Context: an optimization exercise on an open-source flow, tuned for small area, a short achievable clock period and few clock cycles. The choices shown serve that exercise and are no tape-out recipe.
The RTL was checked by simulation tests, not by an equivalence proof against the original design.

the previous run:
Design Bicubic, start of the top module:
module Bicubic #(parameter fraction_bits = 15)
(
input CLK,
input RST,
input enable,
input [7:0] input_data,
output logic [13:0] iaddr,
output logic ird,
output logic we,
output logic [13:0] waddr,
output logic [7:0] output_data,
input [6:0] V0,
input [6:0] H0,
input [4:0] SW,
input [4:0] SH,
input [5:0] TW,
input [5:0] TH,
output logic DONE
);
For scale: ~86 I/O pins, ~0.058 sq mm of cells after synthesis.
clock: 55.0 ns
lec_check: 0
cap_margin: 20
core_margin: 2
core_utilization: 40
cts_cluster_diameter: 80
cts_cluster_size: 30
slew_margin: 20
synth_hierarchical: 1
synth_minimum_keep_size: 0
standard.sh (not shown) runs the stock make flow with config.mk's settings and CLKGATE_MAP_FILE= SYNTH_SCRIPT=/design/flow/synth_recipe.tcl, a recipe that flattens the netlist after the stock synthesis.
==> flow/flow/run.sh <==
#!/bin/bash
# The standard layout (standard.sh), except that the ports are buffered with a
# plain buffer cell instead of the default delay cell.  The make output goes
# to standard.log; each ORFS step also keeps its own log under orfs/logs/.
set -euo pipefail
export BUFFER_PORTS_ARGS="-buffer_cell sky130_fd_sc_hd__buf_2"
bash standard.sh > standard.log 2>&1
Testbench counts of the previous run, summed over its fixed seeds: cycles 90,277.
Setup changes, the previous run to the current run
--- a/flow/design.v
+++ b/flow/design.v
@@ -105,15 +105,14 @@
 localparam CS_OFF = 2'd0, CS_COL = 2'd1, CS_WT = 2'd2;
 reg [1:0] cs_st;
 reg cs_c;
 reg [5:0] cs_i;
 wire cs_valid = cs_i < rTW;
 wire cs_xf = |QX[14:10];
 wire [6:0] cs_X = rH0 + {2'b0, QX[19:15]};
-wire [6:0] cs_Xn = rH0 + {2'b0, QXn[19:15]};
 wire cs_ok = (cs_st == CS_COL) && fe_lat && cf[cs_c];
 assign cs_req = cs_ok && cs_valid && cs_xf;
 wire cs_colgo = cs_ok && (!(cs_valid && cs_xf) || tu_gcs);
 wire cs_coldone = cs_colgo && !(cs_valid && cs_xf) || (cs_st == CS_WT);
 wire fe_take;                        
 wire col_free;                       
 always @(posedge CLK or posedge RST) begin
@@ -214,15 +213,15 @@
         tg2_fire <= tg1_fire;
         tg3_fire <= tg2_fire;
     end
 end
 always @(posedge CLK) begin
     if (fe_take) begin
         rowaddr <= grprow;
-        samex <= cs_Xn == cs_X;
+        samex <= QXn[19:15] == QX[19:15];
         col1v <= (cs_i + 1'b1) < rTW;
         rr <= 0;
         slot <= 0;
     end
     if (slot_act) begin
         if (s_read) iaddr <= ((slot == 0) ? rowaddr : iaddr + 14'd100);
         slot <= last_slot ? 3'd0 : slot + 1'b1;
@@ -266,15 +265,17 @@
 wire g_last = (jp == rTH1);
 wire g_step = !g_last && (QYn[19:15] != QY[19:15]);
 wire g_tready = tu_busy && !tu_own;
 assign pr_req = pr_on && g_yf && !tu_busy;
 wire pvalid = pr_on && (!g_yf || g_tready);
 wire olastc = ({1'b0, oi0} + 7'd1) < {1'b0, rTW};
 reg ryf;                             
-wire issue = oe_on && rv && !fire;
+wire fxf = tg3_xf;
+wire fire_k = fire && fxf;           
+wire issue = oe_on && rv && !(fire_k && ryf);
 wire last_issue = issue && (oc == olastc);
 wire grp_end = last_issue && rlast;
 wire all_end = grp_end && (({1'b0, oi0} + 7'd2) >= {1'b0, rTW});
 wire head_v = nvalid[rptr];
 wire step_now = last_issue && rstep;
 wire pop_step = head_v && (need_pop || step_now);
 wire pop_init = oe_on && head_v && (initcnt != 0) && !rv;
@@ -346,56 +347,56 @@
             else if (nX[rptr][c])
                 W[c][3] <= ryf ? nH[rptr][c] : nA[rptr][c];
             else
                 W[c][3] <= rj0 ? W[c][3] : nH[rptr][c];
         end
     end
 end
-wire [7:0] kp0 = fire ? sr[0] : W[oc][0];
-wire [7:0] kp1 = fire ? sr[1] : W[oc][1];
-wire [7:0] kp2 = fire ? sr[2] : W[oc][2];
-wire [7:0] kp3 = fire ? sr[3] : W[oc][3];
-wire [14:0] kf = fire ? bf[tg3_c] : rf;
-wire [15:0] kt2 = fire ? bt2[tg3_c] : rt2;
-wire [15:0] kt3 = fire ? bt3[tg3_c] : rt3;
+wire [7:0] kp0 = fire_k ? sr[0] : W[oc][0];
+wire [7:0] kp1 = fire_k ? sr[1] : W[oc][1];
+wire [7:0] kp2 = fire_k ? sr[2] : W[oc][2];
+wire [7:0] kp3 = fire_k ? sr[3] : W[oc][3];
+wire [14:0] kf = fire_k ? bf[tg3_c] : rf;
+wire [15:0] kt2 = fire_k ? bt2[tg3_c] : rt2;
+wire [15:0] kt3 = fire_k ? bt3[tg3_c] : rt3;
 wire [12:0] kha, khb;
 wire kc17;
 cubic_kernel u_kernel(.pm1(kp0), .p0(kp1), .p1(kp2), .p2(kp3), .f(kf), .t2(kt2), .t3(kt3),
                       .ha(kha), .hb(khb), .c17(kc17));
 reg [12:0] kha_r, khb_r;
 reg kc17_r;
-reg k_c, k_last, k_xf, k_oc, k_gf, k_olc;
-reg [7:0] k_alt;
+reg k_c, k_last, k_oc, k_gf, k_olc, k_kf, k_ik;
+reg [7:0] k_bv;
 wire [7:0] kres;
 kernel_round u_round(.ha(kha_r), .hb(khb_r), .c17(kc17_r), .q(kres));
 always @(posedge CLK or posedge RST) begin
     if (RST) begin
         k_iss <= 0; k_fire <= 0; we <= 0;
     end else begin
         k_iss <= issue;
         k_fire <= fire;
         we <= k_iss;
     end
 end
 always @(posedge CLK) begin
     kha_r <= kha; khb_r <= khb; kc17_r <= kc17;
-    k_c <= tg3_c; k_last <= tg3_last; k_xf <= tg3_xf;
-    k_alt <= tg3_alt ? sr[2] : sr[0];
+    k_c <= tg3_c; k_last <= tg3_last;
+    k_kf <= fxf; k_ik <= ryf; k_bv <= W[oc][1];
     k_oc <= oc; k_gf <= gfirst; k_olc <= olastc;
     if (k_iss) begin
-        output_data <= kres;
+        output_data <= k_ik ? kres : k_bv;
         waddr <= k_gf ? {8'b0, oi0} :
-                 k_oc ? waddr + 1'b1 :
-                 waddr + {8'b0, rTW} - {13'b0, k_olc};
+                 waddr + (k_oc ? 14'd1 : {8'b0, rTW} - {13'b0, k_olc});
     end
-    if (k_fire) begin
-        nH[wptr][k_c] <= kres;
-        nA[wptr][k_c] <= k_alt;
-        nX[wptr][k_c] <= k_xf;
+    if (fire) begin
+        nA[wptr][tg3_c] <= tg3_alt ? sr[2] : sr[0];
+        nX[wptr][tg3_c] <= tg3_xf;
+        if (!fxf) nH[wptr][tg3_c] <= sr[1];
     end
+    if (k_fire && k_kf) nH[wptr][k_c] <= kres;
 end
 endmodule
 module cubic_kernel (
 input [7:0] pm1, p0, p1, p2,
 input [14:0] f,
 input [15:0] t2, t3,
 output [12:0] ha, hb,
Results
Against the previous run, number of ordinary inverters in the final layout in the current run fell by a little under 10%.
The current run against the previous run: global-route usage up 0.22 points; fmax flat; register area flat; signed area change from the synthesized netlist to the final layout flat.
Testbench counts of the current run, summed over its fixed seeds: cycles 87,983.

* * *

Another version of the RTL of Bicubic (not shown whole).
Size: ~4900 cells after synthesis, about 86 I/O pins, roughly 60000 sq um of cells after synthesis.
// Bicubic
module Bicubic #(parameter fraction_bits = 15)
(
input CLK,
input RST,
input enable,
input [7:0] input_data,
output logic [13:0] iaddr,
output logic ird,
output logic we,
output logic [13:0] waddr,
output logic [7:0] output_data,
input [6:0] V0,
input [6:0] H0,
input [4:0] SW,
input [4:0] SH,
input [5:0] TW,
input [5:0] TH,
output logic DONE
);
==> flow/config.mk <==
export PLATFORM = sky130hd
export DESIGN_NAME = Bicubic
export DESIGN_NICKNAME = Bicubic
export VERILOG_FILES = /design/flow/design.v
export SDC_FILE = /design/flow/constraint.sdc
export NUM_CORES = 4
export LEC_CHECK = 0
export CAP_MARGIN = 20
export CORE_MARGIN = 2
export CORE_UTILIZATION = 40
export SLEW_MARGIN = 20
export SYNTH_HIERARCHICAL = 1
export SYNTH_MINIMUM_KEEP_SIZE = 0
==> flow/constraint.sdc <==
create_clock -name core_clock -period 55.0 [get_ports {CLK}]
set_input_delay 11.0000 -clock core_clock [delete_from_list [all_inputs] [get_ports {CLK}]]
set_output_delay 11.0000 -clock core_clock [all_outputs]
set_load 0.01 [all_outputs]
run.sh (not shown) runs the stock make flow with config.mk's settings and CLKGATE_MAP_FILE= SYNTH_SCRIPT=/design/flow/synth_recipe.tcl, a recipe that flattens the netlist after the stock synthesis.
Stock flow here: none of the scripts above is used.
Testbench counts at the start, summed over its fixed seeds: cycles 87,406.
Edit:
--- a/flow/design.v
+++ b/flow/design.v
@@ -180,17 +180,17 @@
 wire row_start = (fe_st == FE_ROW) && (slot == 0) && (!pend[2] || oe_pop);
 wire slot_act = (fe_st == FE_ROW) && ((slot != 0) || row_start);
 wire last_slot = slot_act && ((slot == 3'd4) || (slot == 3'd3 && !col1v));
 wire s_read = slot_act && !(slot == 3'd4 && samex);
 wire s_fire = slot_act && (slot == 3'd3 || slot == 3'd4);
 wire lastrow = (rr == rRows);
 reg tg1_sh, tg1_fire, tg1_c, tg1_alt, tg1_last, tg1_free, tg1_bank;
 reg tg2_sh, tg2_fire, tg2_c, tg2_alt, tg2_last, tg2_free, tg2_bank;
-reg tg3_fire, tg3_c, tg3_alt, tg3_last, tg3_free, tg3_bank, tg3_xf;
+reg tg3_fire, tg3_c, tg3_alt, tg3_last, tg3_free, tg3_bank;
 always @(posedge CLK or posedge RST) begin
     if (RST) begin
         fe_st <= FE_OFF;
         pend <= 0;
         ird <= 0;
         tg1_sh <= 0; tg1_fire <= 0; tg2_sh <= 0; tg2_fire <= 0; tg3_fire <= 0;
     end else begin
         if (start_run) begin
@@ -232,17 +232,16 @@
     tg1_alt <= eqS && (rr == 6'd4);
     tg1_last <= last_slot;
     tg1_free <= last_slot && lastrow;
     tg1_bank <= fb;
     tg2_c <= tg1_c; tg2_alt <= tg1_alt; tg2_last <= tg1_last;
     tg2_free <= tg1_free; tg2_bank <= tg1_bank;
     tg3_c <= tg2_c; tg3_alt <= tg2_alt; tg3_last <= tg2_last;
     tg3_free <= tg2_free; tg3_bank <= tg2_bank;
-    tg3_xf <= |bf[tg2_bank][tg2_c][14:10];
 end
 reg [7:0] sr [0:3];
 always @(posedge CLK) begin
     if (tg2_sh) begin
         sr[0] <= sr[1]; sr[1] <= sr[2]; sr[2] <= sr[3]; sr[3] <= input_data;
     end
 end
 wire fire = tg3_fire;
@@ -261,18 +260,18 @@
 reg d1;
 wire g_yf = |QY[14:10];
 wire g_last = (jp == rTH1);
 wire g_step = !g_last && (QYn[19:15] != QY[19:15]);
 wire g_tready = tu_busy && !tu_own;
 assign pr_req = pr_on && g_yf && !tu_busy;
 wire pvalid = pr_on && (!g_yf || g_tready);
 wire olastc = ({1'b0, oi0} + 7'd1) < {1'b0, rTW};
-reg ryf;                             
-wire fxf = tg3_xf;
+wire ryf = |rf[14:10];
+wire fxf = |bf[tg3_bank][tg3_c][14:10];
 wire fire_k = fire && fxf;           
 wire issue = oe_on && rv && !(fire_k && ryf);
 wire last_issue = issue && (oc == olastc);
 wire grp_end = last_issue && rlast;
 wire all_end = grp_end && (({1'b0, oi0} + 7'd2) >= {1'b0, rTW});
 wire head_v = nvalid[rptr];
 wire step_now = last_issue && rstep;
 wire pop_step = head_v && (need_pop || step_now);
@@ -322,17 +321,16 @@
         gfirst <= 0;
     end
     if (grp_end) begin
         oi0 <= oi0 + 6'd2;
         gfirst <= 1;
     end
     if (oe_load) begin
         rf <= g_yf ? QY[14:0] : 15'd0;
-        ryf <= g_yf;
         rt2 <= g_yf ? tu_tmp : 16'd0;
         rt3 <= g_yf ? tu_t3 : 16'd0;
         rstep <= g_step; rlast <= g_last; rj0 <= (jp == 0);
         if (g_last) begin QY <= 0; RY <= 0; jp <= 0; end
         else begin QY <= QYn; RY <= RYn; jp <= jp + 1'b1; end
     end
     if (oe_pop) begin
         for (c = 0; c < 2; c = c + 1) begin
After rerunning:
- The new run completed without violations
- critical path depth climbs by 3
- flip-flop and latch count drops by 2
- design area hardly moves
- setup slack gets worse by 1.3 ns
- synthesized area stays flat
- sequential share of layout area is about the same
- final cell count stays flat
- worst hold slack gets worse by 0.0074 ns
- core utilization barely changes
- fmax drops by roughly a tenth
- global-route usage climbs by 0.17 points
Testbench counts after the change, summed over its fixed seeds: cycles 87,406.

* * *

Setup of run 1:
Bicubic, a different RTL version from the one above (not shown whole).
Size in the first run: about 5300 cells after synthesis, ~86 I/O pins, ~60000 µm² of cells after synthesis.
export LEC_CHECK = 0
export CAP_MARGIN = 20
export CORE_MARGIN = 2
export CORE_UTILIZATION = 40
export CTS_CLUSTER_DIAMETER = 80
export CTS_CLUSTER_SIZE = 30
export SLEW_MARGIN = 20
export SYNTH_HIERARCHICAL = 1
export SYNTH_MINIMUM_KEEP_SIZE = 0
create_clock -name core_clock -period 55.0 [get_ports {CLK}]
standard.sh (not shown) runs the stock make flow with config.mk's settings and CLKGATE_MAP_FILE= SYNTH_SCRIPT=/design/flow/synth_recipe.tcl, a recipe that flattens the netlist after the stock synthesis.
Scripts as last shown in full above: flow/flow/run.sh
Testbench counts of run 1, summed over its fixed seeds: cycles 85,609.
The inputs of run 2 differ from those of run 1 as listed below.
diff --git a/flow/design.v b/flow/design.v
--- a/flow/design.v
+++ b/flow/design.v
@@ -278,26 +278,25 @@
 reg [14:0] rf; reg [15:0] rt2, rt3;
 reg rstep, rlast, rj0;
 reg d1, d2;
 reg k_iss, k_fire;                   
 wire g_yf = |QY[14:10];
 wire g_last = (jp == rTH1);
 wire g_step = !g_last && (QYn[19:15] != QY[19:15]);
 wire g_tready = tu_busy && !tu_own;
 assign pr_req = pr_on && g_yf && !tu_busy;
 wire pvalid = pr_on && (!g_yf || g_tready);
 wire olastc = ({1'b0, oi0} + 7'd1) < {1'b0, rTW};
 reg ryf;                             
-wire fire_k = fire && fxf;           
-wire issue = oe_on && rv && !(fire_k && ryf);
+wire issue = oe_on && rv && !fire;
 wire last_issue = issue && (oc == olastc);
 wire grp_end = last_issue && rlast;
 wire all_end = grp_end && (({1'b0, oi0} + 7'd2) >= {1'b0, rTW});
 wire head_v = nvalid[rptr];
 wire step_now = last_issue && rstep;
 wire pop_step = head_v && (need_pop || step_now);
 wire pop_init = oe_on && head_v && (initcnt != 0) && !rv;
 assign oe_pop = pop_step || pop_init;
 wire need_pop_after = (need_pop || step_now) && !pop_step;
 wire [2:0] initcnt_after = grp_end ? (all_end ? 3'd0 : 3'd4) : (initcnt - pop_init);
 wire oe_load = oe_on && pvalid && (!rv || last_issue) && !need_pop_after &&
                (initcnt_after == 0) && !grp_end;
@@ -359,66 +358,63 @@
             W[c][0] <= W[c][1];
             W[c][1] <= W[c][2];
             W[c][2] <= W[c][3];
             if (pop_init)
                 W[c][3] <= nH[rptr][c];
             else if (nX[rptr][c])
                 W[c][3] <= ryf ? nH[rptr][c] : nA[rptr][c];
             else
                 W[c][3] <= rj0 ? W[c][3] : nH[rptr][c];
         end
     end
 end
-wire [7:0] kp0 = fire_k ? fp0 : W[oc][0];
-wire [7:0] kp1 = fire_k ? fp1 : W[oc][1];
-wire [7:0] kp2 = fire_k ? fp2 : W[oc][2];
-wire [7:0] kp3 = fire_k ? fp3 : W[oc][3];
-wire [14:0] kf = fire_k ? bf[fcol] : rf;
-wire [15:0] kt2 = fire_k ? bt2[fcol] : rt2;
-wire [15:0] kt3 = fire_k ? bt3[fcol] : rt3;
+wire [7:0] kp0 = fire ? fp0 : W[oc][0];
+wire [7:0] kp1 = fire ? fp1 : W[oc][1];
+wire [7:0] kp2 = fire ? fp2 : W[oc][2];
+wire [7:0] kp3 = fire ? fp3 : W[oc][3];
+wire [14:0] kf = fire ? bf[fcol] : rf;
+wire [15:0] kt2 = fire ? bt2[fcol] : rt2;
+wire [15:0] kt3 = fire ? bt3[fcol] : rt3;
 wire [12:0] kha, khb;
 wire kc17;
 cubic_kernel u_kernel(.pm1(kp0), .p0(kp1), .p1(kp2), .p2(kp3), .f(kf), .t2(kt2), .t3(kt3),
                       .ha(kha), .hb(khb), .c17(kc17));
 reg [12:0] kha_r, khb_r;
 reg kc17_r;
-reg k_c, k_last, k_oc, k_gf, k_olc, k_kf, k_ik;
-reg [7:0] k_bv;
+reg k_c, k_last, k_oc, k_gf, k_olc;
 wire [7:0] kres;
 kernel_round u_round(.ha(kha_r), .hb(khb_r), .c17(kc17_r), .q(kres));
 always @(posedge CLK or posedge RST) begin
     if (RST) begin
         k_iss <= 0; k_fire <= 0; we <= 0;
     end else begin
         k_iss <= issue;
         k_fire <= fire;
         we <= k_iss;
     end
 end
 always @(posedge CLK) begin
     kha_r <= kha; khb_r <= khb; kc17_r <= kc17;
     k_c <= fcol; k_last <= flast;
-    k_kf <= fxf; k_ik <= ryf; k_bv <= W[oc][1];
     k_oc <= oc; k_gf <= gfirst; k_olc <= olastc;
     if (k_iss) begin
-        output_data <= k_ik ? kres : k_bv;
+        output_data <= kres;
         waddr <= k_gf ? {8'b0, oi0} :
                  waddr + (k_oc ? 14'd1 : {8'b0, rTW} - {13'b0, k_olc});
     end
     if (fire) begin
         nA[wptr][fcol] <= falt ? fp2 : fp0;
         nX[wptr][fcol] <= fxf;
-        if (!fxf) nH[wptr][fcol] <= fp1;
     end
-    if (k_fire && k_kf) nH[wptr][k_c] <= kres;
+    if (k_fire) nH[wptr][k_c] <= kres;
 end
 endmodule
 module cubic_kernel (
 input [7:0] pm1, p0, p1, p2,
 input [14:0] f,
 input [15:0] t2, t3,
 output [12:0] ha, hb,
 output c17
 );
 wire [8:0] c = {1'b0, p1} - {1'b0, pm1};
 wire kbw_pp0 = pm1[0];
 wire kbw_pp1 = pm1[1];
Notes after the runs:
Run 2 vs. run 1: initial standard-cell utilization of the core has remained practically unchanged, global-route usage has decreased, detailed-route wire length has decreased, final design instance area without fill has decreased.
| clock skew | run 2 vs run 1 | ≈ equal |
The height of the chip in run 2 sits about 1.2% below the value recorded for run 1.
The setup slack of run 2 is smaller than that of run 1.
Compare run 1 and run 2 | count of non-CTS inverters in the layout higher: run 2
[compare] base=run 1 new=run 2: core utilization has remained practically unchanged.
Testbench counts of run 2, summed over its fixed seeds: cycles 88,947.

-- static timing again, ports no longer ideal --
The flow's constraints put no driver on any port. The routed layouts listed below were extracted and timed again, unchanged, in two steps. Step 1, drivers: a clkbuf_16 drives CLK and a buf_2 each remaining input, both assumed. Step 2 times the ports against the registers' clock, not the clock port: input delays grow and output delays shrink by t, the midpoint of the rising clock arrivals with the driver on. Slacks: ideal ports / drivers / drivers and shift; pairs: ideal ports / drivers.
run | t, ns | setup WS [ns] | worst setup path at the end
the previous run | 0.689 | 42.651 / 42.575 / 42.945 | input to register
the current run | 0.720 | 42.660 / 42.583 / 42.932 | input to register
the first run of note 2 | 0.716 | 41.862 / 41.862 / 41.862 | register to register
the second run of note 2 | 0.714 | 40.517 / 40.517 / 40.517 | register to register
run 1 | 0.716 | 42.676 / 42.606 / 42.708 | input to register
run 2 | 0.708 | 42.650 / 42.583 / 42.677 | input to register
After both steps setup and hold are still met in every run listed.
